This is an optimization exercise on Yosys and OpenROAD, whose aim is small area, not a production implementation.
The RTL was checked by simulation tests, not by an equivalence proof against the original design.
Power figures rest on the tool's default switching activity, not on a simulated workload.

==> flow/design.v <==
module screen(input wire clk, input wire rst, output [3:0] vgaRed, output [3:0] vgaGreen,
    output [3:0] vgaBlue, output hsync, output vsync,
    input [2:0] color, input [3:0] blockcommand, input isenter, input choosing,
    input [4:0] keyboardcommand, input ischanged, input auto, output [15:0] led, output isdone);
    reg [9:0] pixel_cnt, line_cnt;
    always @(posedge clk) begin
        if (rst) pixel_cnt <= 10'd0;
        else if (pixel_cnt < 10'd799) pixel_cnt <= pixel_cnt + 10'd1;
        else pixel_cnt <= 10'd0;
    end
    always @(posedge clk) begin
        if (rst) line_cnt <= 10'd0;
        else if (pixel_cnt == 10'd799) begin
            if (line_cnt < 10'd524) line_cnt <= line_cnt + 10'd1;
            else line_cnt <= 10'd0;
        end
    end
    assign hsync = !((pixel_cnt >= 10'd656) && (pixel_cnt <= 10'd751));
    assign vsync = (pixel_cnt == 10'd0) ? !((line_cnt == 10'd490) || (line_cnt == 10'd491))
                                        : !((line_cnt == 10'd489) || (line_cnt == 10'd490));
    wire vis_line = (line_cnt < 10'd480);
    wire valid = (pixel_cnt < 10'd640) && vis_line;
    reg [9:0] ga;
    reg [7:0] gr, gr2;
    reg [5:0] gd;
    wire gc = (gr >= 8'd67), gc2 = (gr2 >= 8'd41);
    always @(posedge clk) begin
        if (rst || !vis_line) begin ga <= 10'd0; gr <= 8'd0; gd <= 6'd0; gr2 <= 8'd0; end
        else if (pixel_cnt == 10'd799) begin
            ga <= ga + {8'd0, gc, !gc};
            gr <= gc ? gr - 8'd67 : gr + 8'd183;
            gr2 <= gc2 ? gr2 - 8'd41 : gr2 + 8'd193;
            if (gc2 && !gc) gd <= gd + 6'd1;
            else if (gc && !gc2) gd <= gd - 6'd1;
        end
    end
    wire [12:1] blk, fr;
    wire blank;
    geom geom_inst(.h(pixel_cnt), .a(ga), .r(gr), .d(gd), .r2(gr2), .blk(blk), .fr(fr), .blank(blank));
    reg [2:0] ccode;
    always @(*) begin
        case (color)
            3'd0: ccode = 3'b100;  3'd1: ccode = 3'b010;  3'd2: ccode = 3'b001;
            3'd3: ccode = 3'b101;  3'd4: ccode = 3'b110;  3'd5: ccode = 3'b111;
            default: ccode = 3'b000;
        endcase
    end
    reg [35:0] cN;       
    reg [35:0] csN;      
    reg st, fl, prech;
    reg [1:0] ec;
    wire [71:0] cube;
    wire [35:0] store;        
    wire cstate;              
    wire [12:1] csnz;
    genvar gi;
    generate for (gi = 1; gi <= 12; gi = gi + 1) begin : g_entry
        always @(posedge clk) begin
            if (rst) cN[3*gi-1:3*gi-3] <= 3'd0;
            else if (choosing) begin
                if (st) cN[3*gi-1:3*gi-3] <= 3'd0;
                else if (blockcommand == gi) cN[3*gi-1:3*gi-3] <= ccode;
            end
        end
        always @(posedge clk) begin
            if (rst) csN[3*gi-1:3*gi-3] <= 3'd0;
            else if (choosing) begin
                if (st || !prech) csN[3*gi-1:3*gi-3] <= 3'd0;
                else if (cN[3*gi-1:3*gi-3] != 3'd0) csN[3*gi-1:3*gi-3] <= cN[3*gi-1:3*gi-3];
            end
            else csN[3*gi-1:3*gi-3] <= cube[3*gi-1:3*gi-3];
        end
        assign csnz[gi] = (csN[3*gi-1:3*gi-3] != 3'd0);
    end endgenerate
    wire colorfull = &csnz;
    always @(posedge clk or posedge rst) begin
        if (rst) begin st <= 1'b0; fl <= 1'b0; prech <= 1'b0; ec <= 2'd0; end
        else begin
            prech <= choosing;
            if (choosing) begin
                if (st) begin st <= 1'b0; fl <= 1'b1; end
                else if (ec == 2'd1 && !fl) st <= 1'b1;
            end
            if (isenter) begin
                case (ec)
                    2'd0: if (colorfull) ec <= 2'd1;
                    2'd1: ec <= 2'd2;
                    2'd2: if (colorfull) ec <= 2'd3;
                    default: ;
                endcase
            end
        end
    end
    wire tmpenter = (ec == 2'd1) && !fl && choosing;
    wire tmpenter2 = (ec == 2'd2) && choosing;
    wire load_done = !choosing && ec[1];
    wire bw;                  
    storecolor str1(.clk(clk), .rst(rst), .isenteronce(tmpenter), .isentertwice(tmpenter2),
                    .colors(csN), .store(store), .second(bw));
    wire [17:0] mv;
    cube_cntrl cub1(.clk(clk), .rst(rst), .mv(mv), .store(store), .second(bw),
                    .load_done(load_done), .state(cstate), .b(cube));
    wire ready0 = auto && !choosing && ec[1];
    wire dfd, tfd;
    wire [4:0] scode;
    wire schg;
    AIsolving sol(.clk(clk), .rst(rst), .ready(ready0), .cube(cube), .code(scode), .chg(schg),
                  .downfacedone(dfd), .topfacedone(tfd), .isdone(isdone));
    wire [4:0] cmd = auto ? scode : keyboardcommand;
    wire cmdchg = auto ? schg : ischanged;
    assign mv = (cmdchg && cmd < 5'd18) ? (18'd1 << cmd) : 18'd0;
    assign led = isdone ? 16'hffff : tfd ? 16'h03ff : dfd ? 16'h001f : 16'h0000;
    reg frame;
    always @(*) begin
        case (blockcommand)
            4'd2: frame = fr[2];   4'd3: frame = fr[3];   4'd4: frame = fr[4];
            4'd5: frame = fr[5];   4'd6: frame = fr[6];   4'd7: frame = fr[7];
            4'd8: frame = fr[8];   4'd9: frame = fr[9];   4'd10: frame = fr[10];
            4'd11: frame = fr[11]; 4'd12: frame = fr[12]; default: frame = fr[1];
        endcase
    end
    wire m_col = choosing && !ec[0];
    reg [2:0] bcode;
    integer k;
    always @(*) begin
        bcode = 3'd0;
        for (k = 1; k <= 12; k = k + 1)
            if (blk[k])
                bcode = bcode | (!choosing ? cube[3*k-1 -: 3] :
                                 !ec[0] ? csN[3*k-1 -: 3] :
                                 (!ec[1] || bw) ? store[3*k-1 -: 3] : 3'd0);
    end
    reg [11:0] rgb;
    always @(*) begin
        if (!valid) rgb = 12'h000;
        else if (frame) rgb = m_col ? 12'h60c : 12'h000;
        else if (|blk) rgb = {{4{bcode[2]}}, {bcode[1] | (bcode[2] & bcode[0]), {2{(bcode[1] & !bcode[2]) | (bcode[2] & bcode[0])}},
                              bcode[1] | (bcode[2] & bcode[0])}, {4{bcode[0] & !bcode[1]}}};
        else if (blank) rgb = 12'hffc;
        else rgb = 12'h000;
    end
    assign {vgaRed, vgaGreen, vgaBlue} = rgb;
endmodule
module geom(input [9:0] h, input [9:0] a, input [7:0] r, input [5:0] d, input [7:0] r2,
  output [12:1] blk, output [12:1] fr, output blank);
  wire [10:0] S = {1'b0,h} + {1'b0,a};
  wire [11:0] Du = {2'b0,h} + 12'd1024 - {2'b0,a};
  wire [11:0] D2u = Du - {6'b0,d};
  wire tA0 = (D2u>=12'd577) | ((D2u==12'd576) & (r2<=8'd209));
  wire h_1 = tA0;
  wire tA1 = (D2u>=12'd759) | ((D2u==12'd758) & (r2<=8'd97));
  wire h_2 = tA1;
  wire tA2 = (D2u>=12'd942) | ((D2u==12'd941) & (r2<=8'd219));
  wire h_3 = tA2;
  wire tB3 = (Du>=12'd1063) | ((Du==12'd1062) & (r<=8'd200));
  wire h_4 = tB3;
  wire tB4 = (Du>=12'd1163) | ((Du==12'd1162) & (r<=8'd197));
  wire h_5 = tB4;
  wire tC5 = (S>11'd508) | ((S==11'd508) & (r>=8'd123));
  wire h_6 = ~tC5;
  wire tC6 = (S>11'd606) | ((S==11'd606) & (r>=8'd5));
  wire h_7 = ~tC6;
  wire tC7 = (S>11'd702) | ((S==11'd702) & (r>=8'd196));
  wire h_8 = ~tC7;
  wire tC8 = (S>11'd879) | ((S==11'd879) & (r>=8'd112));
  wire h_9 = ~tC8;
  wire tC9 = (S>11'd1052) | ((S==11'd1052) & (r>=8'd162));
  wire h_10 = ~tC9;
  wire tA10 = (D2u>=12'd573) | ((D2u==12'd572) & (r2<=8'd127));
  wire tA11 = (D2u>=12'd763) | ((D2u==12'd762) & (r2<=8'd180));
  wire b_1 = tA10 & ~tA11;
  wire tA12 = (D2u>=12'd755) | ((D2u==12'd754) & (r2<=8'd15));
  wire tA13 = (D2u>=12'd945) | ((D2u==12'd944) & (r2<=8'd68));
  wire b_2 = tA12 & ~tA13;
  wire tA14 = (D2u>=12'd938) | ((D2u==12'd937) & (r2<=8'd137));
  wire tB15 = (Du>=12'd1066) | ((Du==12'd1065) & (r<=8'd84));
  wire b_3 = tA14 & ~tB15;
  wire tB16 = (Du>=12'd1059) | ((Du==12'd1058) & (r<=8'd66));
  wire tB17 = (Du>=12'd1166) | ((Du==12'd1165) & (r<=8'd81));
  wire b_4 = tB16 & ~tB17;
  wire tC18 = (S>11'd872) | ((S==11'd872) & (r>=8'd130));
  wire b_5 = ~tC9 & tC18;
  wire tC19 = (S>11'd699) | ((S==11'd699) & (r>=8'd80));
  wire b_6 = ~tC8 & tC19;
  wire tC20 = (S>11'd706) | ((S==11'd706) & (r>=8'd62));
  wire tC21 = (S>11'd602) | ((S==11'd602) & (r>=8'd139));
  wire b_7 = ~tC20 & tC21;
  wire tC22 = (S>11'd609) | ((S==11'd609) & (r>=8'd121));
  wire tC23 = (S>11'd505) | ((S==11'd505) & (r>=8'd7));
  wire b_8 = ~tC22 & tC23;
  wire tA24 = (D2u>=12'd580) | ((D2u==12'd579) & (r2<=8'd58));
  wire bp1 = tA10 & ~tA24;
  wire bp2 = tA12 & ~tA11;
  wire bp3 = tA14 & ~tA13;
  wire tC25 = (S>11'd1045) | ((S==11'd1045) & (r>=8'd180));
  wire bp4 = ~tC9 & tC25;
  wire bp5 = ~tC8 & tC18;
  wire bp6 = ~tC20 & tC19;
  wire bp7 = tB16 & ~tB15;
  wire tB26 = (Du>=12'd1159) | ((Du==12'd1158) & (r<=8'd63));
  wire bp8 = tB26 & ~tB17;
  wire bp9 = ~tC22 & tC21;
  wire tC27 = (S>11'd511) | ((S==11'd511) & (r>=8'd239));
  wire bp10 = ~tC27 & tC23;
  wire v_1 = (h>10'd222)&(h<10'd268);
  wire v_2 = (h>10'd272)&(h<10'd318);
  wire v_3 = (h>10'd322)&(h<10'd368);
  wire v_4 = (h>10'd372)&(h<10'd418);
  assign blk[1] = v_1&b_1&~bp1&~bp2;
  assign blk[2] = v_1&b_2&~bp2&~bp3;
  assign blk[3] = v_2&b_1&~bp1&~bp2;
  assign blk[4] = v_2&b_2&~bp2&~bp3;
  assign blk[5] = v_3&b_5&~bp4&~bp5;
  assign blk[6] = v_3&b_6&~bp5&~bp6;
  assign blk[7] = v_4&b_5&~bp4&~bp5;
  assign blk[8] = v_4&b_6&~bp5&~bp6;
  assign blk[9] = b_3&b_8&~bp3&~bp7&~bp9&~bp10;
  assign blk[10] = b_3&b_7&~bp6&~bp3&~bp7&~bp9;
  assign blk[11] = b_4&b_7&~bp6&~bp7&~bp8&~bp9;
  assign blk[12] = b_4&b_8&~bp7&~bp8&~bp9&~bp10;
  wire tC28 = (S>11'd505) | ((S==11'd505) & (r>=8'd7));
  wire tB29 = (Du>=12'd1166) | ((Du==12'd1165) & (r<=8'd81));
  wire tC30 = (S>11'd1052) | ((S==11'd1052) & (r>=8'd162));
  assign blank = (h<10'd218) | (h>10'd422) | ~tC28 | ~tA10 | tB29 | tC30;
  assign fr[1] = (bp2&(h>10'd218)&(h<10'd272))|((h>10'd268)&(h<10'd272)&h_1&~h_2)|(bp1&(h>10'd218)&(h<10'd272))|((h<10'd222)&~blank&~h_2);
  assign fr[2] = (bp3&(h>10'd218)&(h<10'd272))|((h>10'd268)&(h<10'd272)&h_2&~h_3)|(bp2&(h>10'd218)&(h<10'd272))|((h<10'd222)&~blank&~h_3&h_2);
  assign fr[3] = ((h>10'd268)&(h<10'd272)&h_1&~h_2)|((h>10'd268)&(h<10'd322)&bp1)|((h>10'd318)&(h<10'd322)&h_1&~h_2)|((h>10'd268)&(h<10'd322)&bp2);
  assign fr[4] = ((h>10'd268)&(h<10'd272)&h_2&~h_3)|((h>10'd268)&(h<10'd322)&bp2)|((h>10'd318)&(h<10'd322)&h_2&~h_3)|((h>10'd268)&(h<10'd322)&bp3);
  assign fr[5] = ((h>10'd318)&(h<10'd322)&h_1&~h_2)|((h>10'd318)&(h<10'd372)&bp4)|((h>10'd368)&(h<10'd372)&h_10&~h_9)|((h>10'd318)&(h<10'd372)&bp5);
  assign fr[6] = ((h>10'd318)&(h<10'd322)&h_2&~h_3)|((h>10'd318)&(h<10'd372)&bp5)|((h>10'd368)&(h<10'd372)&h_9&~h_8)|((h>10'd318)&(h<10'd372)&bp6);
  assign fr[7] = ((h>10'd368)&(h<10'd372)&h_10&~h_9)|((h>10'd368)&(h<10'd422)&bp4)|((h>10'd418)&(h<10'd422)&h_10&~h_9)|((h>10'd368)&(h<10'd422)&bp5);
  assign fr[8] = ((h>10'd368)&(h<10'd372)&h_9&~h_8)|((h>10'd368)&(h<10'd422)&bp5)|((h>10'd418)&(h<10'd422)&h_9&~h_8)|((h>10'd368)&(h<10'd422)&bp6);
  assign fr[9] = ((h>10'd218)&(h<10'd272)&bp3)|(h_3&~h_4&bp9)|(h_7&~h_6&bp7)|(h_3&~h_4&bp10);
  assign fr[10] = ((h>10'd268)&(h<10'd322)&bp3)|(h_3&~h_4&bp6)|(h_8&~h_7&bp7)|(h_3&~h_4&bp9);
  assign fr[11] = (h_8&~h_7&bp7)|(h_4&~h_5&bp6)|(h_8&~h_7&bp8)|(h_4&~h_5&bp9);
  assign fr[12] = (h_7&~h_6&bp7)|(h_4&~h_5&bp9)|(h_7&~h_6&bp8)|(h_4&~h_5&bp10);
endmodule
module storecolor(input wire clk, input wire rst, input wire isenteronce, input wire isentertwice,
    input wire [35:0] colors, output reg [35:0] store, output reg second);
    always @(posedge clk) begin
        if (rst) begin store <= 36'd0; second <= 1'b0; end
        else begin
            if (isenteronce || isentertwice) store <= colors;
            if (isentertwice) second <= 1'b1;
        end
    end
endmodule
module cube_cntrl(input wire clk, input wire rst, input wire [17:0] mv,
  input wire [35:0] store, input wire second, input wire load_done,
  output reg state, output reg [71:0] b);
  always @(posedge clk or posedge rst) begin
    if (rst) state <= 1'b0;
    else if (!state) state <= load_done;
  end
  wire ld = !state && !rst;
  wire [17:0] m = mv & {18{state}};
  wire ld1 = ld && !second;
  wire ld2 = ld && second;
  wire [71:0] nb;
  assign nb[2:0] = ({3{ld1}} & store[2:0])
      | ({3{ld2 | (state & ~(m[2] | m[3] | m[6] | m[7] | m[8] | m[9] | m[10] | m[11] | m[12] | m[13] | m[16] | m[17]))}} & b[2:0])
      | ({3{m[3] | m[13]}} & b[5:3])
      | ({3{m[2] | m[12]}} & b[8:6])
      | ({3{m[10] | m[17]}} & b[14:12])
      | ({3{m[6] | m[9]}} & b[26:24])
      | ({3{m[11] | m[16]}} & b[47:45])
      | ({3{m[7] | m[8]}} & b[65:63]);
  assign nb[5:3] = ({3{ld1}} & store[5:3])
      | ({3{ld2 | (state & ~(m[2] | m[3] | m[4] | m[5] | m[6] | m[7] | m[8] | m[9] | m[10] | m[11] | m[12] | m[13]))}} & b[5:3])
      | ({3{m[2] | m[12]}} & b[2:0])
      | ({3{m[3] | m[13]}} & b[11:9])
      | ({3{m[4] | m[10]}} & b[17:15])
      | ({3{m[6] | m[9]}} & b[35:33])
      | ({3{m[5] | m[11]}} & b[44:42])
      | ({3{m[7] | m[8]}} & b[62:60]);
  assign nb[8:6] = ({3{ld1}} & store[8:6])
      | ({3{ld2 | (state & ~(m[0] | m[1] | m[2] | m[3] | m[8] | m[9] | m[10] | m[11] | m[12] | m[13] | m[16] | m[17]))}} & b[8:6])
      | ({3{m[3] | m[13]}} & b[2:0])
      | ({3{m[2] | m[12]}} & b[11:9])
      | ({3{m[10] | m[17]}} & b[20:18])
      | ({3{m[1] | m[9]}} & b[29:27])
      | ({3{m[11] | m[16]}} & b[41:39])
      | ({3{m[0] | m[8]}} & b[68:66]);
  assign nb[11:9] = ({3{ld1}} & store[11:9])
      | ({3{ld2 | (state & ~(m[0] | m[1] | m[2] | m[3] | m[4] | m[5] | m[8] | m[9] | m[10] | m[11] | m[12] | m[13]))}} & b[11:9])
      | ({3{m[2] | m[12]}} & b[5:3])
      | ({3{m[3] | m[13]}} & b[8:6])
      | ({3{m[4] | m[10]}} & b[23:21])
      | ({3{m[1] | m[9]}} & b[32:30])
      | ({3{m[5] | m[11]}} & b[38:36])
      | ({3{m[0] | m[8]}} & b[71:69]);
  assign nb[14:12] = ({3{ld1}} & store[14:12])
      | ({3{ld2 | (state & ~(m[0] | m[1] | m[2] | m[3] | m[8] | m[9] | m[10] | m[11] | m[12] | m[13] | m[16] | m[17]))}} & b[14:12])
      | ({3{m[11] | m[16]}} & b[2:0])
      | ({3{m[1] | m[9]}} & b[17:15])
      | ({3{m[0] | m[8]}} & b[20:18])
      | ({3{m[2] | m[12]}} & b[29:27])
      | ({3{m[10] | m[17]}} & b[59:57])
      | ({3{m[3] | m[13]}} & b[62:60]);
  assign nb[17:15] = ({3{ld1}} & store[17:15])
      | ({3{ld2 | (state & ~(m[0] | m[1] | m[2] | m[3] | m[4] | m[5] | m[8] | m[9] | m[10] | m[11] | m[12] | m[13]))}} & b[17:15])
      | ({3{m[5] | m[11]}} & b[5:3])
      | ({3{m[0] | m[8]}} & b[14:12])
      | ({3{m[1] | m[9]}} & b[23:21])
      | ({3{m[2] | m[12]}} & b[26:24])
      | ({3{m[4] | m[10]}} & b[56:54])
      | ({3{m[3] | m[13]}} & b[71:69]);
  assign nb[20:18] = ({3{ld1}} & store[20:18])
      | ({3{ld2 | (state & ~(m[0] | m[1] | m[8] | m[9] | m[10] | m[11] | m[12] | m[13] | m[14] | m[15] | m[16] | m[17]))}} & b[20:18])
      | ({3{m[11] | m[16]}} & b[8:6])
      | ({3{m[1] | m[9]}} & b[14:12])
      | ({3{m[0] | m[8]}} & b[23:21])
      | ({3{m[12] | m[15]}} & b[32:30])
      | ({3{m[10] | m[17]}} & b[53:51])
      | ({3{m[13] | m[14]}} & b[65:63]);
  assign nb[23:21] = ({3{ld1}} & store[23:21])
      | ({3{ld2 | (state & ~(m[0] | m[1] | m[4] | m[5] | m[8] | m[9] | m[10] | m[11] | m[12] | m[13] | m[14] | m[15]))}} & b[23:21])
      | ({3{m[5] | m[11]}} & b[11:9])
      | ({3{m[0] | m[8]}} & b[17:15])
      | ({3{m[1] | m[9]}} & b[20:18])
      | ({3{m[12] | m[15]}} & b[35:33])
      | ({3{m[4] | m[10]}} & b[50:48])
      | ({3{m[13] | m[14]}} & b[68:66]);
  assign nb[26:24] = ({3{ld1}} & store[26:24])
      | ({3{ld2 | (state & ~(m[2] | m[3] | m[4] | m[5] | m[6] | m[7] | m[8] | m[9] | m[10] | m[11] | m[12] | m[13]))}} & b[26:24])
      | ({3{m[7] | m[8]}} & b[2:0])
      | ({3{m[3] | m[13]}} & b[17:15])
      | ({3{m[4] | m[10]}} & b[29:27])
      | ({3{m[5] | m[11]}} & b[35:33])
      | ({3{m[2] | m[12]}} & b[41:39])
      | ({3{m[6] | m[9]}} & b[50:48]);
  assign nb[29:27] = ({3{ld1}} & store[29:27])
      | ({3{ld2 | (state & ~(m[0] | m[1] | m[2] | m[3] | m[4] | m[5] | m[8] | m[9] | m[10] | m[11] | m[12] | m[13]))}} & b[29:27])
      | ({3{m[0] | m[8]}} & b[8:6])
      | ({3{m[3] | m[13]}} & b[14:12])
      | ({3{m[5] | m[11]}} & b[26:24])
      | ({3{m[4] | m[10]}} & b[32:30])
      | ({3{m[2] | m[12]}} & b[38:36])
      | ({3{m[1] | m[9]}} & b[56:54]);
  assign nb[32:30] = ({3{ld1}} & store[32:30])
      | ({3{ld2 | (state & ~(m[0] | m[1] | m[4] | m[5] | m[8] | m[9] | m[10] | m[11] | m[12] | m[13] | m[14] | m[15]))}} & b[32:30])
      | ({3{m[0] | m[8]}} & b[11:9])
      | ({3{m[13] | m[14]}} & b[20:18])
      | ({3{m[5] | m[11]}} & b[29:27])
      | ({3{m[4] | m[10]}} & b[35:33])
      | ({3{m[12] | m[15]}} & b[44:42])
      | ({3{m[1] | m[9]}} & b[59:57]);
  assign nb[35:33] = ({3{ld1}} & store[35:33])
      | ({3{ld2 | (state & ~(m[4] | m[5] | m[6] | m[7] | m[8] | m[9] | m[10] | m[11] | m[12] | m[13] | m[14] | m[15]))}} & b[35:33])
      | ({3{m[7] | m[8]}} & b[5:3])
      | ({3{m[13] | m[14]}} & b[23:21])
      | ({3{m[4] | m[10]}} & b[26:24])
      | ({3{m[5] | m[11]}} & b[32:30])
      | ({3{m[12] | m[15]}} & b[47:45])
      | ({3{m[6] | m[9]}} & b[53:51]);
  assign nb[38:36] = ({3{ld2}} & store[2:0])
      | ({3{state & ~(m[2] | m[3] | m[4] | m[5] | m[6] | m[7] | m[8] | m[9] | m[10] | m[11] | m[12] | m[13])}} & b[38:36])
      | ({3{m[4] | m[10]}} & b[11:9])
      | ({3{m[3] | m[13]}} & b[29:27])
      | ({3{m[7] | m[8]}} & b[41:39])
      | ({3{m[6] | m[9]}} & b[44:42])
      | ({3{m[5] | m[11]}} & b[50:48])
      | ({3{m[2] | m[12]}} & b[62:60]);
  assign nb[41:39] = ({3{ld2}} & store[5:3])
      | ({3{state & ~(m[2] | m[3] | m[6] | m[7] | m[8] | m[9] | m[10] | m[11] | m[12] | m[13] | m[16] | m[17])}} & b[41:39])
      | ({3{m[10] | m[17]}} & b[8:6])
      | ({3{m[3] | m[13]}} & b[26:24])
      | ({3{m[6] | m[9]}} & b[38:36])
      | ({3{m[7] | m[8]}} & b[47:45])
      | ({3{m[11] | m[16]}} & b[53:51])
      | ({3{m[2] | m[12]}} & b[71:69]);
  assign nb[44:42] = ({3{ld2}} & store[8:6])
      | ({3{state & ~(m[4] | m[5] | m[6] | m[7] | m[8] | m[9] | m[10] | m[11] | m[12] | m[13] | m[14] | m[15])}} & b[44:42])
      | ({3{m[4] | m[10]}} & b[5:3])
      | ({3{m[13] | m[14]}} & b[32:30])
      | ({3{m[7] | m[8]}} & b[38:36])
      | ({3{m[6] | m[9]}} & b[47:45])
      | ({3{m[5] | m[11]}} & b[56:54])
      | ({3{m[12] | m[15]}} & b[65:63]);
  assign nb[47:45] = ({3{ld2}} & store[11:9])
      | ({3{state & ~(m[6] | m[7] | m[8] | m[9] | m[10] | m[11] | m[12] | m[13] | m[14] | m[15] | m[16] | m[17])}} & b[47:45])
      | ({3{m[10] | m[17]}} & b[2:0])
      | ({3{m[13] | m[14]}} & b[35:33])
      | ({3{m[6] | m[9]}} & b[41:39])
      | ({3{m[7] | m[8]}} & b[44:42])
      | ({3{m[11] | m[16]}} & b[59:57])
      | ({3{m[12] | m[15]}} & b[68:66]);
  assign nb[50:48] = ({3{ld2}} & store[14:12])
      | ({3{state & ~(m[4] | m[5] | m[6] | m[7] | m[8] | m[9] | m[10] | m[11] | m[12] | m[13] | m[14] | m[15])}} & b[50:48])
      | ({3{m[5] | m[11]}} & b[23:21])
      | ({3{m[7] | m[8]}} & b[26:24])
      | ({3{m[4] | m[10]}} & b[38:36])
      | ({3{m[12] | m[15]}} & b[53:51])
      | ({3{m[13] | m[14]}} & b[56:54])
      | ({3{m[6] | m[9]}} & b[65:63]);
  assign nb[53:51] = ({3{ld2}} & store[17:15])
      | ({3{state & ~(m[6] | m[7] | m[8] | m[9] | m[10] | m[11] | m[12] | m[13] | m[14] | m[15] | m[16] | m[17])}} & b[53:51])
      | ({3{m[11] | m[16]}} & b[20:18])
      | ({3{m[7] | m[8]}} & b[35:33])
      | ({3{m[10] | m[17]}} & b[41:39])
      | ({3{m[13] | m[14]}} & b[50:48])
      | ({3{m[12] | m[15]}} & b[59:57])
      | ({3{m[6] | m[9]}} & b[62:60]);
  assign nb[56:54] = ({3{ld2}} & store[20:18])
      | ({3{state & ~(m[0] | m[1] | m[4] | m[5] | m[8] | m[9] | m[10] | m[11] | m[12] | m[13] | m[14] | m[15])}} & b[56:54])
      | ({3{m[5] | m[11]}} & b[17:15])
      | ({3{m[0] | m[8]}} & b[29:27])
      | ({3{m[4] | m[10]}} & b[44:42])
      | ({3{m[12] | m[15]}} & b[50:48])
      | ({3{m[13] | m[14]}} & b[59:57])
      | ({3{m[1] | m[9]}} & b[68:66]);
  assign nb[59:57] = ({3{ld2}} & store[23:21])
      | ({3{state & ~(m[0] | m[1] | m[8] | m[9] | m[10] | m[11] | m[12] | m[13] | m[14] | m[15] | m[16] | m[17])}} & b[59:57])
      | ({3{m[11] | m[16]}} & b[14:12])
      | ({3{m[0] | m[8]}} & b[32:30])
      | ({3{m[10] | m[17]}} & b[47:45])
      | ({3{m[13] | m[14]}} & b[53:51])
      | ({3{m[12] | m[15]}} & b[56:54])
      | ({3{m[1] | m[9]}} & b[71:69]);
  assign nb[62:60] = ({3{ld2}} & store[26:24])
      | ({3{state & ~(m[2] | m[3] | m[6] | m[7] | m[8] | m[9] | m[10] | m[11] | m[12] | m[13] | m[16] | m[17])}} & b[62:60])
      | ({3{m[6] | m[9]}} & b[5:3])
      | ({3{m[2] | m[12]}} & b[14:12])
      | ({3{m[3] | m[13]}} & b[38:36])
      | ({3{m[7] | m[8]}} & b[53:51])
      | ({3{m[11] | m[16]}} & b[65:63])
      | ({3{m[10] | m[17]}} & b[71:69]);
  assign nb[65:63] = ({3{ld2}} & store[29:27])
      | ({3{state & ~(m[6] | m[7] | m[8] | m[9] | m[10] | m[11] | m[12] | m[13] | m[14] | m[15] | m[16] | m[17])}} & b[65:63])
      | ({3{m[6] | m[9]}} & b[2:0])
      | ({3{m[12] | m[15]}} & b[20:18])
      | ({3{m[13] | m[14]}} & b[44:42])
      | ({3{m[7] | m[8]}} & b[50:48])
      | ({3{m[10] | m[17]}} & b[62:60])
      | ({3{m[11] | m[16]}} & b[68:66]);
  assign nb[68:66] = ({3{ld2}} & store[32:30])
      | ({3{state & ~(m[0] | m[1] | m[8] | m[9] | m[10] | m[11] | m[12] | m[13] | m[14] | m[15] | m[16] | m[17])}} & b[68:66])
      | ({3{m[1] | m[9]}} & b[8:6])
      | ({3{m[12] | m[15]}} & b[23:21])
      | ({3{m[13] | m[14]}} & b[47:45])
      | ({3{m[0] | m[8]}} & b[56:54])
      | ({3{m[10] | m[17]}} & b[65:63])
      | ({3{m[11] | m[16]}} & b[71:69]);
  assign nb[71:69] = ({3{ld2}} & store[35:33])
      | ({3{state & ~(m[0] | m[1] | m[2] | m[3] | m[8] | m[9] | m[10] | m[11] | m[12] | m[13] | m[16] | m[17])}} & b[71:69])
      | ({3{m[1] | m[9]}} & b[11:9])
      | ({3{m[2] | m[12]}} & b[17:15])
      | ({3{m[3] | m[13]}} & b[41:39])
      | ({3{m[0] | m[8]}} & b[59:57])
      | ({3{m[11] | m[16]}} & b[62:60])
      | ({3{m[10] | m[17]}} & b[68:66]);
  always @(posedge clk) b <= nb;
endmodule
module AIsolving(input wire clk, input wire rst, input wire ready, input wire [71:0] cube,
    output reg [4:0] code, output reg chg, output wire downfacedone, output wire topfacedone,
    output reg isdone);
    localparam WHITE = 3'b101, YELLOW = 3'b111;
    reg [7:0] pc, npc;
    reg [4:0] cnt, ncnt;
    reg [8:0] x, nx;
    wire [24:1] wh, ye;
    genvar gi;
    generate for (gi = 1; gi <= 24; gi = gi + 1) begin : g_col
        assign wh[gi] = (cube[3*gi-1:3*gi-3] == WHITE);
        assign ye[gi] = (cube[3*gi-1:3*gi-3] == YELLOW);
    end endgenerate
    wire [2:0] s1 = cube[2:0], s2 = cube[5:3], s3 = cube[8:6], s4 = cube[11:9];
    wire [2:0] s5 = cube[14:12], s6 = cube[17:15], s7 = cube[20:18], s8 = cube[23:21];
    wire [2:0] s13 = cube[38:36], s14 = cube[41:39], s15 = cube[44:42], s16 = cube[47:45];
    wire [2:0] s17 = cube[50:48], s18 = cube[53:51], s19 = cube[56:54], s20 = cube[59:57];
    wire e13 = (s1 == s3), e24 = (s2 == s4), e12 = (s1 == s2), e68 = (s6 == s8);
    wire [3:0] pairs = {3'd0, e13} + {3'd0, e24} + {3'd0, s5 == s7} + {3'd0, e68} +
                       {3'd0, s13 == s15} + {3'd0, s14 == s16} + {3'd0, s17 == s19} + {3'd0, s18 == s20};
    reg scanw, findw, spacew;
    always @(*) begin
        case (cnt)
            5'd1: scanw = wh[1]; 5'd2: scanw = wh[2]; 5'd3: scanw = wh[3]; 5'd4: scanw = wh[4]; 5'd5: scanw = wh[5]; 5'd6: scanw = wh[6]; 5'd7: scanw = wh[7]; 5'd8: scanw = wh[8]; 5'd9: scanw = wh[9]; 5'd10: scanw = wh[10]; 5'd11: scanw = wh[11]; 5'd12: scanw = wh[12]; 5'd13: scanw = wh[13]; 5'd14: scanw = wh[14]; 5'd15: scanw = wh[15]; 5'd16: scanw = wh[16]; 5'd17: scanw = wh[17]; 5'd18: scanw = wh[18]; 5'd19: scanw = wh[19]; 5'd20: scanw = wh[20]; 5'd21: scanw = wh[21]; 5'd22: scanw = wh[22]; 5'd23: scanw = wh[23]; 5'd24: scanw = wh[24];
            default: scanw = 1'b0;
        endcase
        case (cnt)
            5'd1: findw = wh[4]; 5'd2: findw = wh[6]; 5'd3: findw = wh[10]; 5'd4: findw = wh[8]; 5'd5: findw = wh[19]; 5'd6: findw = wh[11]; 5'd7: findw = wh[17]; 5'd8: findw = wh[15]; 5'd9: findw = wh[12]; 5'd10: findw = wh[13]; 5'd11: findw = wh[2]; 5'd12: findw = wh[9]; 5'd13: findw = wh[3]; 5'd14: findw = wh[5]; 5'd15: findw = wh[7]; 5'd16: findw = wh[20]; 5'd17: findw = wh[18]; 5'd18: findw = wh[16]; 5'd19: findw = wh[14]; 5'd20: findw = wh[1];
            default: findw = 1'b0;
        endcase
        case (cnt)
            5'd1: spacew = wh[24]; 5'd2: spacew = wh[23]; 5'd3: spacew = wh[22]; 5'd4: spacew = wh[21];
            default: spacew = 1'b1;
        endcase
    end
    wire act = (cnt[2:0] == 3'd7);
    wire [2:0] cur1 = x[2:0] + {2'b00, scanw};
    wire faceend = (cnt == 5'd4) | (cnt == 5'd8) | (cnt == 5'd12) | (cnt == 5'd16) | (cnt == 5'd20) | (cnt == 5'd24);
    reg [2:0] faceidx;
    always @(*) begin
        case (cnt)
            5'd4: faceidx = 3'd0; 5'd8: faceidx = 3'd1; 5'd12: faceidx = 3'd2;
            5'd16: faceidx = 3'd3; 5'd20: faceidx = 3'd4; default: faceidx = 3'd5;
        endcase
    end
    reg wkeep, wjmp;
    reg [4:0] wmv;
    reg [7:0] wtgt;
    wire isw = !((pc[7:3] == 5'd0) || (pc == 8'd64) || (pc[7:4] == 4'b1000));
    wire [7:0] wnext = wjmp ? wtgt : pc + 8'd1;
    always @(*) begin
        wkeep = 1'b0; wmv = 5'd31; wjmp = 1'b0; wtgt = 8'd0;
        case (pc)
            8'd8: begin wmv = 5'd12; wjmp = 1'b1; wtgt = 8'd3; end  
            8'd9: begin wmv = 5'd17; wjmp = 1'b1; wtgt = 8'd5; end  
            8'd10: begin wmv = 5'd31; wjmp = 1'b1; wtgt = 8'd3; end  
            8'd11: begin wmv = 5'd0; end  
            8'd12: begin wmv = 5'd5; end  
            8'd13: begin wmv = 5'd1; wjmp = 1'b1; wtgt = 8'd10; end  
            8'd14: begin wmv = 5'd3; end  
            8'd15: begin wmv = 5'd4; end  
            8'd16: begin wmv = 5'd2; wjmp = 1'b1; wtgt = 8'd10; end  
            8'd17: begin wmv = 5'd4; end  
            8'd18: begin wmv = 5'd4; end  
            8'd19: begin wmv = 5'd2; end  
            8'd20: begin wmv = 5'd4; end  
            8'd21: begin wmv = 5'd31; wjmp = 1'b1; wtgt = 8'd33; end  
            8'd22: begin wmv = 5'd31; wjmp = 1'b1; wtgt = 8'd33; end  
            8'd23: begin wmv = 5'd31; wjmp = 1'b1; wtgt = 8'd34; end  
            8'd24: begin wmv = 5'd31; wjmp = 1'b1; wtgt = 8'd35; end  
            8'd25: begin wmv = 5'd4; end  
            8'd26: begin wmv = 5'd31; wjmp = 1'b1; wtgt = 8'd33; end  
            8'd27: begin wmv = 5'd4; end  
            8'd28: begin wmv = 5'd31; wjmp = 1'b1; wtgt = 8'd34; end  
            8'd29: begin wmv = 5'd4; end  
            8'd30: begin wmv = 5'd31; wjmp = 1'b1; wtgt = 8'd35; end  
            8'd31: begin wmv = 5'd31; wjmp = 1'b1; wtgt = 8'd33; end  
            8'd32: begin wmv = 5'd31; wjmp = 1'b1; wtgt = 8'd45; end  
            8'd33: begin wmv = 5'd4; wjmp = 1'b1; wtgt = 8'd11; end  
            8'd34: begin wmv = 5'd5; wjmp = 1'b1; wtgt = 8'd14; end  
            8'd35: begin wmv = 5'd3; wjmp = 1'b1; wtgt = 8'd17; end  
            8'd36: begin wmv = 5'd4; wjmp = 1'b1; wtgt = 8'd22; end  
            8'd37: begin wmv = 5'd4; wjmp = 1'b1; wtgt = 8'd23; end  
            8'd38: begin wmv = 5'd4; wjmp = 1'b1; wtgt = 8'd24; end  
            8'd39: begin wmv = 5'd4; wjmp = 1'b1; wtgt = 8'd25; end  
            8'd40: begin wmv = 5'd4; wjmp = 1'b1; wtgt = 8'd27; end  
            8'd41: begin wmv = 5'd4; wjmp = 1'b1; wtgt = 8'd29; end  
            8'd42: begin wmv = 5'd5; wjmp = 1'b1; wtgt = 8'd31; end  
            8'd43: begin wmv = 5'd5; wjmp = 1'b1; wtgt = 8'd53; end  
            8'd44: begin wmv = 5'd5; wjmp = 1'b1; wtgt = 8'd54; end  
            8'd45: begin wmv = 5'd0; wjmp = 1'b1; wtgt = 8'd55; end  
            8'd46: begin wmv = 5'd3; wjmp = 1'b1; wtgt = 8'd58; end  
            8'd47: begin wmv = 5'd17; wjmp = 1'b1; wtgt = 8'd61; end  
            8'd48: begin wmv = 5'd17; wjmp = 1'b1; wtgt = 8'd62; end  
            8'd49: begin wmv = 5'd17; wjmp = 1'b1; wtgt = 8'd63; end  
            8'd50: begin wmv = 5'd17; wjmp = 1'b1; wtgt = 8'd56; end  
            8'd51: begin wmv = 5'd16; wjmp = 1'b1; wtgt = 8'd58; end  
            8'd52: begin wmv = 5'd16; wjmp = 1'b1; wtgt = 8'd59; end  
            8'd53: begin wmv = 5'd31; wjmp = 1'b1; wtgt = 8'd34; end  
            8'd54: begin wmv = 5'd31; wjmp = 1'b1; wtgt = 8'd35; end  
            8'd55: begin wmv = 5'd5; end  
            8'd56: begin wmv = 5'd1; end  
            8'd57: begin wmv = 5'd31; wjmp = 1'b1; wtgt = 8'd33; end  
            8'd58: begin wmv = 5'd4; end  
            8'd59: begin wmv = 5'd2; end  
            8'd60: begin wmv = 5'd31; wjmp = 1'b1; wtgt = 8'd34; end  
            8'd61: begin wmv = 5'd31; wjmp = 1'b1; wtgt = 8'd45; end  
            8'd62: begin wmv = 5'd31; wjmp = 1'b1; wtgt = 8'd46; end  
            8'd63: begin wmv = 5'd17; wjmp = 1'b1; wtgt = 8'd32; end  
            8'd65: begin wmv = 5'd1; end  
            8'd66: begin wmv = 5'd5; end  
            8'd67: begin wmv = 5'd0; end  
            8'd68: begin wmv = 5'd5; end  
            8'd69: begin wmv = 5'd1; end  
            8'd70: begin wmv = 5'd4; end  
            8'd71: begin wmv = 5'd4; end  
            8'd72: begin wmv = 5'd0; wjmp = 1'b1; wtgt = 8'd144; end  
            8'd73: begin wmv = 5'd0; end  
            8'd74: begin wmv = 5'd4; end  
            8'd75: begin wmv = 5'd1; end  
            8'd76: begin wmv = 5'd4; end  
            8'd77: begin wmv = 5'd0; end  
            8'd78: begin wmv = 5'd5; end  
            8'd79: begin wmv = 5'd5; end  
            8'd80: begin wmv = 5'd1; wjmp = 1'b1; wtgt = 8'd144; end  
            8'd81: begin wmv = 5'd2; end  
            8'd82: begin wmv = 5'd1; end  
            8'd83: begin wmv = 5'd3; end  
            8'd84: begin wmv = 5'd0; end  
            8'd85: begin wmv = 5'd4; end  
            8'd86: begin wmv = 5'd0; end  
            8'd87: begin wmv = 5'd5; end  
            8'd88: begin wmv = 5'd1; wjmp = 1'b1; wtgt = 8'd144; end  
            8'd89: begin wmv = 5'd0; end  
            8'd90: begin wmv = 5'd4; end  
            8'd91: begin wmv = 5'd1; end  
            8'd92: begin wmv = 5'd5; end  
            8'd93: begin wmv = 5'd1; end  
            8'd94: begin wmv = 5'd2; end  
            8'd95: begin wmv = 5'd0; end  
            8'd96: begin wmv = 5'd3; wjmp = 1'b1; wtgt = 8'd144; end  
            8'd97: begin wmv = 5'd2; end  
            8'd98: begin wmv = 5'd0; end  
            8'd99: begin wmv = 5'd4; end  
            8'd100: begin wmv = 5'd1; end  
            8'd101: begin wmv = 5'd5; end  
            8'd102: begin wmv = 5'd3; wjmp = 1'b1; wtgt = 8'd144; end  
            8'd103: begin wmv = 5'd0; end  
            8'd104: begin wmv = 5'd0; end  
            8'd105: begin wmv = 5'd4; end  
            8'd106: begin wmv = 5'd4; end  
            8'd107: begin wmv = 5'd1; end  
            8'd108: begin wmv = 5'd4; end  
            8'd109: begin wmv = 5'd4; end  
            8'd110: begin wmv = 5'd1; end  
            8'd111: begin wmv = 5'd1; wjmp = 1'b1; wtgt = 8'd144; end  
            8'd112: begin wmv = 5'd2; end  
            8'd113: begin wmv = 5'd0; end  
            8'd114: begin wmv = 5'd4; end  
            8'd115: begin wmv = 5'd1; end  
            8'd116: begin wmv = 5'd5; end  
            8'd117: begin wmv = 5'd0; end  
            8'd118: begin wmv = 5'd4; end  
            8'd119: begin wmv = 5'd1; end  
            8'd120: begin wmv = 5'd5; end  
            8'd121: begin wmv = 5'd3; wjmp = 1'b1; wtgt = 8'd144; end  
            8'd144: begin wmv = 5'd31; wjmp = 1'b1; wtgt = 8'd128; end  
            8'd145: begin wmv = 5'd4; wjmp = 1'b1; wtgt = 8'd129; end  
            8'd146: begin wmv = 5'd1; end  
            8'd147: begin wmv = 5'd1; end  
            8'd148: begin wmv = 5'd2; end  
            8'd149: begin wmv = 5'd2; end  
            8'd150: begin wmv = 5'd0; end  
            8'd151: begin wmv = 5'd0; wjmp = 1'b1; wtgt = 8'd129; wkeep = 1'b1; end  
            8'd152: begin wmv = 5'd12; end  
            8'd153: begin wmv = 5'd12; wjmp = 1'b1; wtgt = 8'd130; end  
            8'd154: begin wmv = 5'd12; end  
            8'd155: begin wmv = 5'd12; wjmp = 1'b1; wtgt = 8'd132; end  
            8'd156: begin wmv = 5'd12; end  
            8'd157: begin wmv = 5'd12; wjmp = 1'b1; wtgt = 8'd133; end  
            8'd158: begin wmv = 5'd1; end  
            8'd159: begin wmv = 5'd2; end  
            8'd160: begin wmv = 5'd1; end  
            8'd161: begin wmv = 5'd2; end  
            8'd162: begin wmv = 5'd2; end  
            8'd163: begin wmv = 5'd6; end  
            8'd164: begin wmv = 5'd3; end  
            8'd165: begin wmv = 5'd6; wjmp = 1'b1; wtgt = 8'd129; wkeep = 1'b1; end  
            8'd166: begin wmv = 5'd1; end  
            8'd167: begin wmv = 5'd1; end  
            8'd168: begin wmv = 5'd4; end  
            8'd169: begin wmv = 5'd1; end  
            8'd170: begin wmv = 5'd1; end  
            8'd171: begin wmv = 5'd4; end  
            8'd172: begin wmv = 5'd16; end  
            8'd173: begin wmv = 5'd1; end  
            8'd174: begin wmv = 5'd1; end  
            8'd175: begin wmv = 5'd4; end  
            8'd176: begin wmv = 5'd1; end  
            8'd177: begin wmv = 5'd1; wjmp = 1'b1; wtgt = 8'd129; wkeep = 1'b1; end  
            8'd178: begin wmv = 5'd2; end  
            8'd179: begin wmv = 5'd0; end  
            8'd180: begin wmv = 5'd5; end  
            8'd181: begin wmv = 5'd1; end  
            8'd182: begin wmv = 5'd5; end  
            8'd183: begin wmv = 5'd0; end  
            8'd184: begin wmv = 5'd4; end  
            8'd185: begin wmv = 5'd1; end  
            8'd186: begin wmv = 5'd3; end  
            8'd187: begin wmv = 5'd0; end  
            8'd188: begin wmv = 5'd4; end  
            8'd189: begin wmv = 5'd1; end  
            8'd190: begin wmv = 5'd5; end  
            8'd191: begin wmv = 5'd1; end  
            8'd192: begin wmv = 5'd2; end  
            8'd193: begin wmv = 5'd0; end  
            8'd194: begin wmv = 5'd3; wjmp = 1'b1; wtgt = 8'd136; end  
            8'd195: begin wmv = 5'd0; end  
            8'd196: begin wmv = 5'd4; end  
            8'd197: begin wmv = 5'd1; end  
            8'd198: begin wmv = 5'd5; end  
            8'd199: begin wmv = 5'd1; end  
            8'd200: begin wmv = 5'd2; end  
            8'd201: begin wmv = 5'd0; end  
            8'd202: begin wmv = 5'd0; end  
            8'd203: begin wmv = 5'd5; end  
            8'd204: begin wmv = 5'd1; end  
            8'd205: begin wmv = 5'd5; end  
            8'd206: begin wmv = 5'd0; end  
            8'd207: begin wmv = 5'd4; end  
            8'd208: begin wmv = 5'd1; end  
            8'd209: begin wmv = 5'd3; wjmp = 1'b1; wtgt = 8'd129; wkeep = 1'b1; end  
            default: ;
        endcase
    end
    task waitmove(input [4:0] m);
        begin
            if (!act) ncnt = cnt + 5'd1;
            else begin ncnt = 5'd0; code = m; chg = 1'b1; end
        end
    endtask
    always @(*) begin
        npc = pc; ncnt = cnt; nx = x; code = 5'd31; chg = 1'b0; isdone = 1'b0;
        if (ready) begin
            if (isw) begin
                if (!act) ncnt = cnt + 5'd1;
                else begin
                    code = wmv; chg = 1'b1; npc = wnext;
                    if (!wkeep) ncnt = 5'd0;
                end
            end else case (pc)
                8'd0: begin
                    ncnt = cnt + 5'd1;
                    nx[2:0] = cur1;
                    if (faceend) begin
                        nx[2:0] = 3'd0;
                        if (cur1 > x[5:3]) begin nx[5:3] = cur1; nx[8:6] = faceidx; end
                    end
                    if (cnt == 5'd24) begin npc = 8'd1; ncnt = 5'd0; end
                end
                8'd1: begin
                    ncnt = cnt + 5'd1;
                    if (cnt == 5'd6) begin npc = 8'd2; ncnt = 5'd0; end
                end
                8'd2: begin
                    if (!act) ncnt = cnt + 5'd1;
                    else begin
                        ncnt = 5'd0; chg = 1'b1; npc = 8'd3;
                        case (x[8:6])
                            3'd0: code = 5'd9;
                            3'd1: code = 5'd12;
                            3'd2: begin code = 5'd12; npc = 8'd8; end
                            3'd3: code = 5'd13;
                            3'd4: code = 5'd8;
                            default: code = 5'd31;
                        endcase
                    end
                end
                8'd3: begin
                    ncnt = cnt + 5'd1;
                    if (cnt == 5'd0) nx[2:0] = 3'd4;
                    else if (!spacew) nx[2:0] = cnt[2:0] - 3'd1;
                    if (cnt == 5'd4) begin ncnt = 5'd0; npc = 8'd4; end
                end
                8'd4: begin
                    if (!act) ncnt = cnt + 5'd1;
                    else begin
                        ncnt = 5'd0; chg = 1'b1; npc = 8'd5;
                        case (x[2:0])
                            3'd0: code = 5'd31;
                            3'd1: code = 5'd17;
                            3'd2: begin code = 5'd17; npc = 8'd9; end
                            3'd3: code = 5'd16;
                            3'd4: begin code = 5'd31; npc = 8'd64; end
                            default: code = 5'd31;
                        endcase
                    end
                end
                8'd5: begin
                    ncnt = cnt + 5'd1;
                    if (cnt == 5'd0) nx[8:4] = 5'd21;
                    else if (findw) nx[8:4] = cnt;
                    if (cnt == 5'd20) begin ncnt = 5'd0; npc = 8'd6; end
                end
                8'd6: begin
                    if (x[8:4] == 5'd21) npc = 8'd64;
                    else if (x[8:4] >= 5'd1 && x[8:4] <= 5'd20) npc = {3'b001, x[8:4]};
                end
                8'd64: begin
                    if (ye[12] & ye[2] & ye[6] & ye[19]) npc = 8'd65;
                    else if (ye[9] & ye[4] & ye[8] & ye[17]) npc = 8'd73;
                    else if (ye[12] & ye[10] & ye[2] & ye[8]) npc = 8'd81;
                    else if (ye[2] & ye[10] & ye[11] & ye[17]) npc = 8'd89;
                    else if (ye[10] & ye[11] & ye[13] & ye[15]) npc = 8'd97;
                    else if (ye[2] & ye[4] & ye[17] & ye[19]) npc = 8'd103;
                    else if (ye[4] & ye[13] & ye[15] & ye[19]) npc = 8'd112;
                    else if (ye[9] & ye[10] & ye[11] & ye[12]) begin npc = 8'd144; ncnt = 5'd0; end
                    else waitmove(5'd10);
                end
                8'd128: case (pairs)
                    4'd0: npc = 8'd146;
                    4'd1: npc = 8'd130;
                    4'd2: npc = 8'd131;
                    4'd4: npc = 8'd132;
                    4'd5: npc = 8'd133;
                    default: npc = 8'd134;
                endcase
                8'd130: if (e24) npc = 8'd135; else if (e13) npc = 8'd152; else waitmove(5'd10);
                8'd131: if (e13 & e24) npc = 8'd166; else if (!e13 & !e24) waitmove(5'd10); else waitmove(5'd16);
                8'd132: npc = e24 ? 8'd154 : 8'd178;
                8'd133: npc = (e24 & e68) ? 8'd156 : 8'd137;
                8'd134: npc = 8'd129;
                8'd135: if (e12) npc = 8'd158; else waitmove(5'd16);
                8'd136: if (e12) npc = 8'd129; else waitmove(5'd4);
                8'd137: if (s13 == s15) npc = 8'd195; else waitmove(5'd4);
                8'd129: if (s1 != s2 && s13 != s14) npc = 8'd145; else isdone = 1'b1;
                default: ;
            endcase
        end
    end
    assign downfacedone = ready & (pc[7] | pc[6]);
    assign topfacedone = ready & pc[7];
    always @(posedge clk or posedge rst) begin
        if (rst) begin pc <= 8'd0; cnt <= 5'd31; x <= 9'd0; end
        else begin pc <= npc; cnt <= ncnt; x <= nx; end
    end
endmodule
==> flow/flow/run.sh <==
#!/bin/bash
# Own layout flow: the standard synthesis, then an area re-mapping of the
# combinational logic (flip-flops untouched), then the standard flow from
# floorplan to finish with a lighter clock tree and port buffers.
set -euo pipefail
W=$(pwd)
F=$W/flow
YOSYS=${FLOW_HOME}/../tools/install/yosys/bin/yosys
[[ -x $YOSYS ]] || YOSYS=yosys
PLAT=${FLOW_PLATFORM:-sky130hd}
LIB=${FLOW_HOME}/platforms/$PLAT/lib/sky130_fd_sc_hd__tt_025C_1v80.lib
R=$W/orfs/results/$PLAT/screen/base

# 1. standard synthesis
bash standard.sh synth > $W/log_1_synth.txt 2>&1

# 2. area re-mapping of the logic between the flip-flops
cp $R/1_2_yosys.v $W/std_1_2_yosys.v
DU=$(sed -n '/DONT_USE_CELLS/,/^$/p' ${FLOW_HOME}/platforms/$PLAT/config.mk | grep -o 'sky130_fd_sc_hd__[A-Za-z0-9_]*' | sed 's/^/-dont_use /' | tr '\n' ' ')
sed -e "s|@LIB@|$LIB|g" -e "s|@IN@|$W/std_1_2_yosys.v|" -e "s|@TOP@|${FLOW_TOP:-screen}|" \
    -e "s|@ABC@|$F/area.abc|" -e "s|@OUT@|$W/reopt_1_2_yosys.v|g" -e "s|@DONTUSE@|$DU|" $F/reopt.ys > $W/reopt.ys
$YOSYS -s $W/reopt.ys > $W/log_2_reopt.txt 2>&1
cp $W/reopt_1_2_yosys.v $R/1_2_yosys.v
touch $R/1_2_yosys.v

# 3. the standard flow from the re-mapped netlist
bash standard.sh \
  "CTS_ARGS=-sink_clustering_enable -repair_clock_nets -buf_list sky130_fd_sc_hd__clkbuf_4 -dont_use_dummy_load -sink_clustering_size 6 -sink_clustering_max_diameter 60" \
  "BUFFER_PORTS_ARGS=-buffer_cell sky130_fd_sc_hd__buf_1" \
  finish > $W/log_3_finish.txt 2>&1
==> flow/flow/area.abc <==
&get -n
&deepsyn -T 120
&put
strash
dch
map -a
mfs2
strash
&get -n
&deepsyn -T 120
&put
strash
dch
map -a
mfs2
strash
&get -n
&deepsyn -T 120
&put
strash
dch
map -a
mfs2
strash
&get -n
&deepsyn -T 120
&put
strash
dch
map -a
mfs2
strash
dch
map -a
topo
==> flow/flow/reopt.ys <==
# Re-map the standard synthesis's logic for area. The flip-flop cells are kept as
# they are (blackboxes: same instances, names and cell types); only the
# combinational cells between them are rebuilt by ABC.
read_liberty -ignore_miss_func @LIB@
blackbox sky130_fd_sc_hd__df* sky130_fd_sc_hd__edf* sky130_fd_sc_hd__sdf* sky130_fd_sc_hd__sedf* sky130_fd_sc_hd__dl*
read_verilog @IN@
hierarchy -top @TOP@
flatten
opt -purge
abc -liberty @LIB@ @DONTUSE@ -script @ABC@
read_liberty -lib -overwrite -ignore_miss_func @LIB@
opt_clean -purge
setundef -zero
hilomap -singleton -hicell sky130_fd_sc_hd__conb_1 HI -locell sky130_fd_sc_hd__conb_1 LO
splitnets
opt_clean -purge
insbuf -buf sky130_fd_sc_hd__buf_4 A X
check -assert -mapped
tee -o @OUT@.stat stat -liberty @LIB@
write_verilog -noattr -nohex -nodec @OUT@
==> flow/standard.sh <==
#!/bin/bash
# synth_recipe.tcl (not shown) runs the flow's synth.tcl, then flattens the netlist and writes it again
# the make line also repeats each setting of config.mk as NAME=value (left out here)
make -C /OpenROAD-flow-scripts/flow DESIGN_CONFIG=/design/flow/config.mk WORK_HOME=/design/flow/orfs CLKGATE_MAP_FILE= SYNTH_SCRIPT=/design/flow/synth_recipe.tcl "${@:-finish}"
==> flow/config.mk <==
export PLATFORM = sky130hd
export DESIGN_NAME = screen
export DESIGN_NICKNAME = screen
export VERILOG_FILES = /design/flow/design.v
export SDC_FILE = /design/flow/constraint.sdc
export NUM_CORES = 8
export LEC_CHECK = 0
export CAP_MARGIN = 0
export CORE_MARGIN = 2
export CORE_UTILIZATION = 45
export CTS_BUF_LIST = sky130_fd_sc_hd__clkbuf_4
export PLACE_DENSITY = 0.6
export SLEW_MARGIN = 0
==> flow/constraint.sdc <==
create_clock -name core_clock -period 16.0 [get_ports {clk}]
set_input_delay 3.2000 -clock core_clock [delete_from_list [all_inputs] [get_ports {clk}]]
set_output_delay 3.2000 -clock core_clock [all_outputs]
set_load 0.01 [all_outputs]
==> out/metrics.yaml, run 1 <==
drt:
  route.antenna.remaining_nets: 0
  drt_first_pass_iters: 11
  wirelength_mm: 93.7
  viasPerCell: 6.96
  first_iter_violations: 4001
  drc: 0
  detailroute.via_count: 24175
  wl_per_cell_um: 27.0
place:
  dp_cells: 3421
  routabilityCongestion: 1.09
  io_buffer_count: 48
  place_hpwl_mm: 69.0
sta:
  finalSetupViolations: 0
  fraction_of_the_cycle_the_final_worst_path_needs: 0.661
  worst-slew-pin-transition_ps: 1290
  clock-skew-final_ps: 136
  hold_viol: 0
  post-route-min-period_ps: 10580
  slew-limit-headroom: 0.134
  totalNegativeSetupSlack_ps: 0
  grt_setup_unrepaired: "false"
  max_freq_mhz: 94.5
  timing.final.max_slew_violations: 0
min_path:
  hold_path_class: "reg2reg"
  holdPathStages: 2
  hold_start: "cN[31]$_SDFFE_PP0P_"
critical_path:
  timing.critical_path.from_type: "flip-flop"
  timing.reg2reg.worst_path_depth: 26
  timing.critical_path.required_ps: 12800
  timing.critical_path.mode_cell: "nor2_1"
  critical_path.slowest_cell: "or4_2"
  cp_slowest_stage_delay_ps: 710
  worstSetupStartpoint: "pixel_cnt[1]$_SDFF_PP0_"
  crit_fanout: 5
  crit_arrival_ps: 7380
  setup.worst_path.class: "reg2out"
  element_type_at_the_critical_path_end: "primary output"
  reg2reg_from: "sol.pc[4]$_DFFE_PP0P_"
cts:
  source_to_sink_clock_delay_at_the_later_pin_of_the_worst_skew_pair_ps: 870
  clkSlewWorstSetupHoldPaths_ps: 80
  cts-buffers-inserted: 50
  clock_sinks: 261
  cts-resized-gates: 0
  cts_tree: "done"
  htree_num_levels: 2
  post_cts.repair.setup_buffers: 0
  clk_root_buffer_cell: "clkbuf_4"
  cts_buffer_depth: 3
  holdBufCountCts: 0
power_and_ir_drop:
  combinationalPowerShare: 0.510
  internal_power_mw: 1.35
  power.density_cell_area_mw_per_mm2: 159
  p_switching_mw: 1.77
  power_mw: 3.12
  clock_power_share: 0.131
  p_leak_nw: 6.36
  switching_share: 0.567
  vdd_ir_drop_max_v: 0.0000687
  sequentialPowerShare: 0.359
global_route:
  first_global_vias: 22114
  met1_usage: 0.567
  grt_antenna_before_repair: 4
  global_route.peak_usage_layer: "met2"
  use_met3: 0.177
  pin_count_of_the_biggest_net_entering_global_routing: 38
  grt_first_pass_wirelength_mm: 139
  gr-usage-met2: 0.619
  grt_overflow: 0
  grt_use_total: 0.436
cells_and_area:
  fin_nets: 2966
  fillers: 4164
  final-instance-count-excl-fill: 3475
  finish.utilization: 0.490
  syn_to_final_growth_pct: 6.93
  drive_gt1_frac: 0.0380
die:
  dieWidth_um: 206
  start_util: 0.458
  io_pins: 49
  row_count: 73
  placeableCoreArea_mm2: 0.0400
  die_area_mm2: 0.0424
  chipHeight_um: 206
run_status:
  run_status: "timing/DRC/antenna clean"
yosys:
  synthesis.yosys.warnings: 4
  synthesized_area_divided_by_synthesized_cell_count_um2: 6.45
  synth_nets: 2861
  synthCells: 2843
  mappedNetlistArea_mm2: 0.0183
run:
  timing.max_cap.violations: 0
==> stage by stage <==
stage / hold slack (ps) / setup WS (ps) / area (um2)
after floorplan: 433 / 7110 / 18300
after global placement: 449 / 5970 / 19200
after detailed placement: 454 / 5820 / 19200
after CTS: 436 / 5570 / 19600
after global routing: 459 / 4670 / 19600
final: 413 / 5420 / 19600
==> flip-flops by register name, indices dropped and copies added, names as in the netlist <==
register / count
sol.cnt: 5
cub1.b: 72
ec: 2
cub1.state: 1
gr2: 8
line_cnt: 10
sol.x: 9
ga: 10
csN: 36
fl: 1
cN: 36
str1.second: 1
gd: 6
sol.pc: 8
pixel_cnt: 10
prech: 1
gr: 8
str1.store: 36
st: 1
==> final cells by class <==
type,count,area [um2],area share
multi-input combinational,2050,10900,0.554
sequential,261,5370,0.274
inverter,504,1890,0.0965
tap,525,657,0.0335
timing repair buffer,81,428,0.0218
clock buffer,50,375,0.0191
antenna,4,10.0,0.000511
==> worst paths after layout <==
path	slack [ps]	to
worst max-delay path	5420	vgaBlue[3]
worst min register to register	410	csN[31]$_SDFFE_PP0P_
min in group asynchronous	2620	ec[1]$_DFFE_PP0P_
worst max register to register	7360	cub1.b[66]$_DFF_P_
worst min-delay path	410	csN[31]$_SDFFE_PP0P_
max in group asynchronous	12890	sol.cnt[3]$_DFFE_PP1P_
==> per-layer routing <==
metal / vias to the layer above / wire [um] / part of all wire
met1: 11091 / 36200 / 0.39
met5: - / 122 / 0.0013
met2: 2063 / 36800 / 0.39
met3: 484 / 14500 / 0.15
li1: 10531 / - / -
met4: 6 / 6040 / 0.064
==> critical path: cells and delay by family, from the launching register on <==
family	cells	cell delay, ps
buffers and inverters	5	550
AO/OA/AOI/OAI	9	2080
AND/OR/NAND/NOR	19	3300
flip-flops	1	430
XOR/XNOR	1	250
==> cells in the final DEF, fill, tap and decap left out, drive strengths merged, types with 5 or more instances in the layout <==
master,instances
clkinv,504
nor2,452
nand2,303
o22ai,264
dfxtp,233
a21oi,212
o21ai,188
nor3,112
nand3,83
buf,81
a31oi,66
clkbuf,50
o221ai,49
a221oi,38
a22oi,37
o2111ai,28
o211ai,27
nor4,27
nand4,26
dfrtp,23
a2111oi,19
o31ai,19
xor2,17
a211oi,13
o21a,8
a311oi,7
o32ai,6
o311ai,5
dfstp,5
==> power groups by stage <==
stage | combinational [mW] | clock, mW | sequential [mW]
after floorplan | 0.910 | 0 | 0.953
after global placement | 1.48 | 0 | 1.10
after detailed placement | 1.46 | 0 | 1.09
after CTS | 1.46 | 0.405 | 1.08
after global routing | 1.64 | 0.428 | 1.11
final | 1.59 | 0.409 | 1.12
==> run 2, diff against run 1 <==
==> flow/flow/area.abc (replaced) <==
&get -n
&deepsyn -T 120
&put
&get -n
&st
&dch
&nf -R 1000 -a -p
&put
mfs2
&get -n
&deepsyn -T 120
&put
&get -n
&st
&dch
&nf -R 1000 -a -p
&put
mfs2
&get -n
&deepsyn -T 120
&put
&get -n
&st
&dch
&nf -R 1000 -a -p
&put
mfs2
&get -n
&deepsyn -T 120
&put
&get -n
&st
&dch
&nf -R 1000 -a -p
&put
mfs2
&get -n
&st
&dch
&nf -R 1000 -a -p
&put
mfs2
&get -n
&st
&dch
&nf -R 1000 -a -p
&put
mfs2
&get -n
&st
&dch
&nf -R 1000 -a -p
&put
topo
--- a/flow/flow/reopt.ys
+++ b/flow/flow/reopt.ys
@@ -16,3 +16,3 @@
 opt_clean -purge
-insbuf -buf sky130_fd_sc_hd__buf_4 A X
+insbuf -buf sky130_fd_sc_hd__buf_1 A X
 check -assert -mapped
==> run 2 against run 1 <==
  * Count of clock-buffer cells in the layout is 1 higher
  * Non-clock buffer count increased by 36
  * Fmax fell by 13%
  * Synthesized cell count decreased by 17%
  * Critical path type unchanged
  * Area after synthesis is 4.0% lower
  * Global-route usage fell by 5.1 points
  * Design area shrank 1.6%
  * Clock power down 2%
  * Setup slack worse by 1600 ps
  * Total power fell by 63%
  * Utilization rose by 0.93 points
==> out/metrics.yaml, run 2 <==
min_path:
  hold_start: "fl$_DFFE_PP0P_"
  holdPathStages: 1  # -1
  hold_path_class: "reg2reg"
cts:
  clk_root_buffer_cell: "clkbuf_4"
  holdBufCountCts: 0  # unchanged
  cts-buffers-inserted: 51  # +2.0%
  clkSlewWorstSetupHoldPaths_ps: 70  # about the same
  source_to_sink_clock_delay_at_the_later_pin_of_the_worst_skew_pair_ps: 840  # -30 ps
  htree_num_levels: 2  # unchanged
  clock_sinks: 261  # unchanged
  cts_buffer_depth: 3  # unchanged
  cts_tree: "done"
  post_cts.repair.setup_buffers: 0  # unchanged
  cts-resized-gates: 0  # unchanged
place:
  io_buffer_count: 48  # unchanged
  place_hpwl_mm: 55.9  # -19%
  routabilityCongestion: 1.04  # -5.1%
  place_worst_setup_slack_ps: 4800  # -1020 ps
  dp_cells: 2968  # -13%
  placement.cell_area_mm2: 0.0189  # -1.6%
sta:
  max_freq_mhz: 82.1  # -13%
  whs_ps: 458  # +45.9 ps
  slew-limit-headroom: 0.185  # +0.0508
  grt_setup_unrepaired: "false"
  totalNegativeSetupSlack_ps: 0  # unchanged
  timing.final.max_slew_violations: 0  # unchanged
  hold_viol: 0  # unchanged
  finalSetupViolations: 0  # unchanged
  worst-slew-pin-transition_ps: 1220  # -74.9 ps
  post-route-min-period_ps: 12180  # +1600 ps
  layout_setup_ws_ps: 3820  # -1600 ps
  clock-skew-final_ps: 138  # +2.32 ps
  fraction_of_the_cycle_the_final_worst_path_needs: 0.761  # +0.100
drt:
  wirelength_mm: 80.8  # -14%
  viasPerCell: 7.19  # +3.3%
  drc: 0  # unchanged
  drt_first_pass_iters: 15  # +4
  first_iter_violations: 4225  # +5.6%
  detailroute.via_count: 21731  # -10%
  wl_per_cell_um: 26.7  # -0.87%
  route.antenna.remaining_nets: 0  # unchanged
global_route:
  grt_antenna_before_repair: 2  # -2
  grt_use_total: 0.386  # -0.0509
  grt_first_pass_wirelength_mm: 123  # -11%
  pin_count_of_the_biggest_net_entering_global_routing: 43  # +13%
  grt_overflow: 0  # unchanged
  first_global_vias: 20204  # -8.6%
cells_and_area:
  drive_gt1_frac: 0.0560  # +0.0180
  commonest_cells_after_routing_fill_and_taps_aside: "nand2_1 (298), nor2_1 (297), dfxtp_1 (233), a21oi_1 (189), o21ai_0 (171)"
  syn_to_final_growth_pct: 9.64
  largest_register_ffs: 72  # unchanged
  register_bank_with_the_most_flops: "cub1.b"
  finalInstanceArea_mm2: 0.0193  # -1.6%
  final-instance-count-excl-fill: 3023  # -13%
  fin_nets: 2521  # -15%
  finish.utilization: 0.499  # +0.00933
  layout.cells.most_common: "nand2_1"
critical_path:
  timing.critical_path.from_type: "flip-flop"
  timing.critical_path.mode_cell: "o21ai_0"
  timing.critical_path.required_ps: 12800  # about the same
  critical_path.slowest_cell: "or4_1"
  element_type_at_the_critical_path_end: "primary output"
  setup.worst_path.class: "reg2out"
  timing.reg2reg.worst_path_depth: 26  # unchanged
  crit_fanout: 11  # +6
  worstSetupStartpoint: "pixel_cnt[1]$_SDFF_PP0_"
  cp_slowest_stage_delay_ps: 570  # -140 ps
  crit_arrival_ps: 8980  # +1600 ps
  reg2reg_from: "sol.pc[3]$_DFFE_PP0P_"
die:
  io_pins: 49  # unchanged
  placeableCoreArea_mm2: 0.0386  # -3.4%
  dieWidth_um: 202  # -2.0%
  die_area_mm2: 0.0407  # -3.9%
  start_util: 0.455  # -0.00280
  chipHeight_um: 202  # -2.0%
  row_count: 72  # -1.4%
power_and_ir_drop:
  sequentialPowerShare: 0.584  # +0.225
  vdd_ir_drop_max_v: 0.0000581  # -15%
  internal_power_uw: 834  # -38%
  clock_power_share: 0.344  # +0.213
  power.density_cell_area_mw_per_mm2: 60.5  # -62%
  p_switching_uw: 334  # -81%
  p_leak_nw: 6.77  # +6.4%
  power_mw: 1.17  # -63%
  combinationalPowerShare: 0.072  # -0.438
  switching_share: 0.286  # -0.281
yosys:
  synthesized_area_divided_by_synthesized_cell_count_um2: 7.45  # +16%
  synthCells: 2361  # -17%
  synth_nets: 2379  # -17%
  mappedNetlistArea_mm2: 0.0176  # -4.0%
  synthesis.yosys.warnings: 4  # unchanged
run:
  timing.max_cap.violations: 0  # unchanged
run_status:
  run_status: "timing/DRC/antenna clean"
-- run 2: final timing paths --
check	end	slack, ps
min in group asynchronous	prech$_DFF_PP0_	2690
max in group asynchronous	sol.pc[7]$_DFFE_PP0P_	12460
max reg2reg	cub1.b[13]$_DFF_P_	8250
min	fl$_DFFE_PP0P_	460
max	vgaGreen[2]	3820
min reg2reg	fl$_DFFE_PP0P_	460
-- run 2: worst max-delay path, delay by kind of cell, from the launching register on --
family                     cells  cell delay [ps]
adders and majority gates      3             1090
DFF                            1              530
AOI/OAI and AO/OA             11             3280
xor gates and xnor gates       3             1040
buffers and inverters          4              470
and+or+nand+nor                9             1720
-- run 2: power by group through the flow --
stage	Clock (mW)	Sequential, mW	Combinational [mW]
floorplan	0	0.690	0.0547
global placement	0	0.695	0.0814
detailed placement	0	0.696	0.0826
CTS	0.409	0.681	0.0830
global route	0.434	0.684	0.0932
finish	0.402	0.682	0.0842
-- run 2: per-layer routing --
layer,up-vias,track usage,share of wire
met2,1648,0.561,0.42
met1,10138,0.514,0.40
met5,-,0.00119,0.00011
met4,2,0.190,0.056
met3,408,0.122,0.13
li1,9535,-,-
-- run 2: final cells by class --
| type | count | area [um2] |
|---|---|---|
| Tap cell | 518 | 648 |
| Clock buffer | 51 | 383 |
| Sequential cell | 261 | 5370 |
| Antenna cell | 4 | 10.0 |
| Multi-Input combinational cell | 2038 | 12100 |
| Timing Repair Buffer | 117 | 698 |
| Inverter | 34 | 128 |
| Fill cell | 3950 | 19300 |

==> static timing again, ports no longer ideal <==
The results above use ideal ports. As a check the final layouts listed here were re-extracted and re-timed, cells and wires unchanged. Step 1, drivers: a clkbuf_16 drives clk and a buf_2 each remaining input, both assumed. Step 2 times the ports against the registers' clock, not the clock port: input delays grow and output delays shrink by t, the midpoint of the rising clock arrivals with the driver on. a / b / c = ideal / step 1 / step 2; a / b = the first two.
| run | shift t [ns] | setup WS [ns] | latest minus earliest clock arrival (ns) | worst slew at a driven data input, ns | pins driven straight from the clock port |
|---|---|---|---|---|---|
| run 1 | 0.855 | 5.420 / 5.368 / 5.620 | 0.135 / 0.135 | 0.04 | 1 |
| run 2 | 0.831 | 3.817 / 3.763 / 4.594 | 0.141 / 0.141 | 0.04 | 1 |
After both steps every run listed still meets setup and hold.
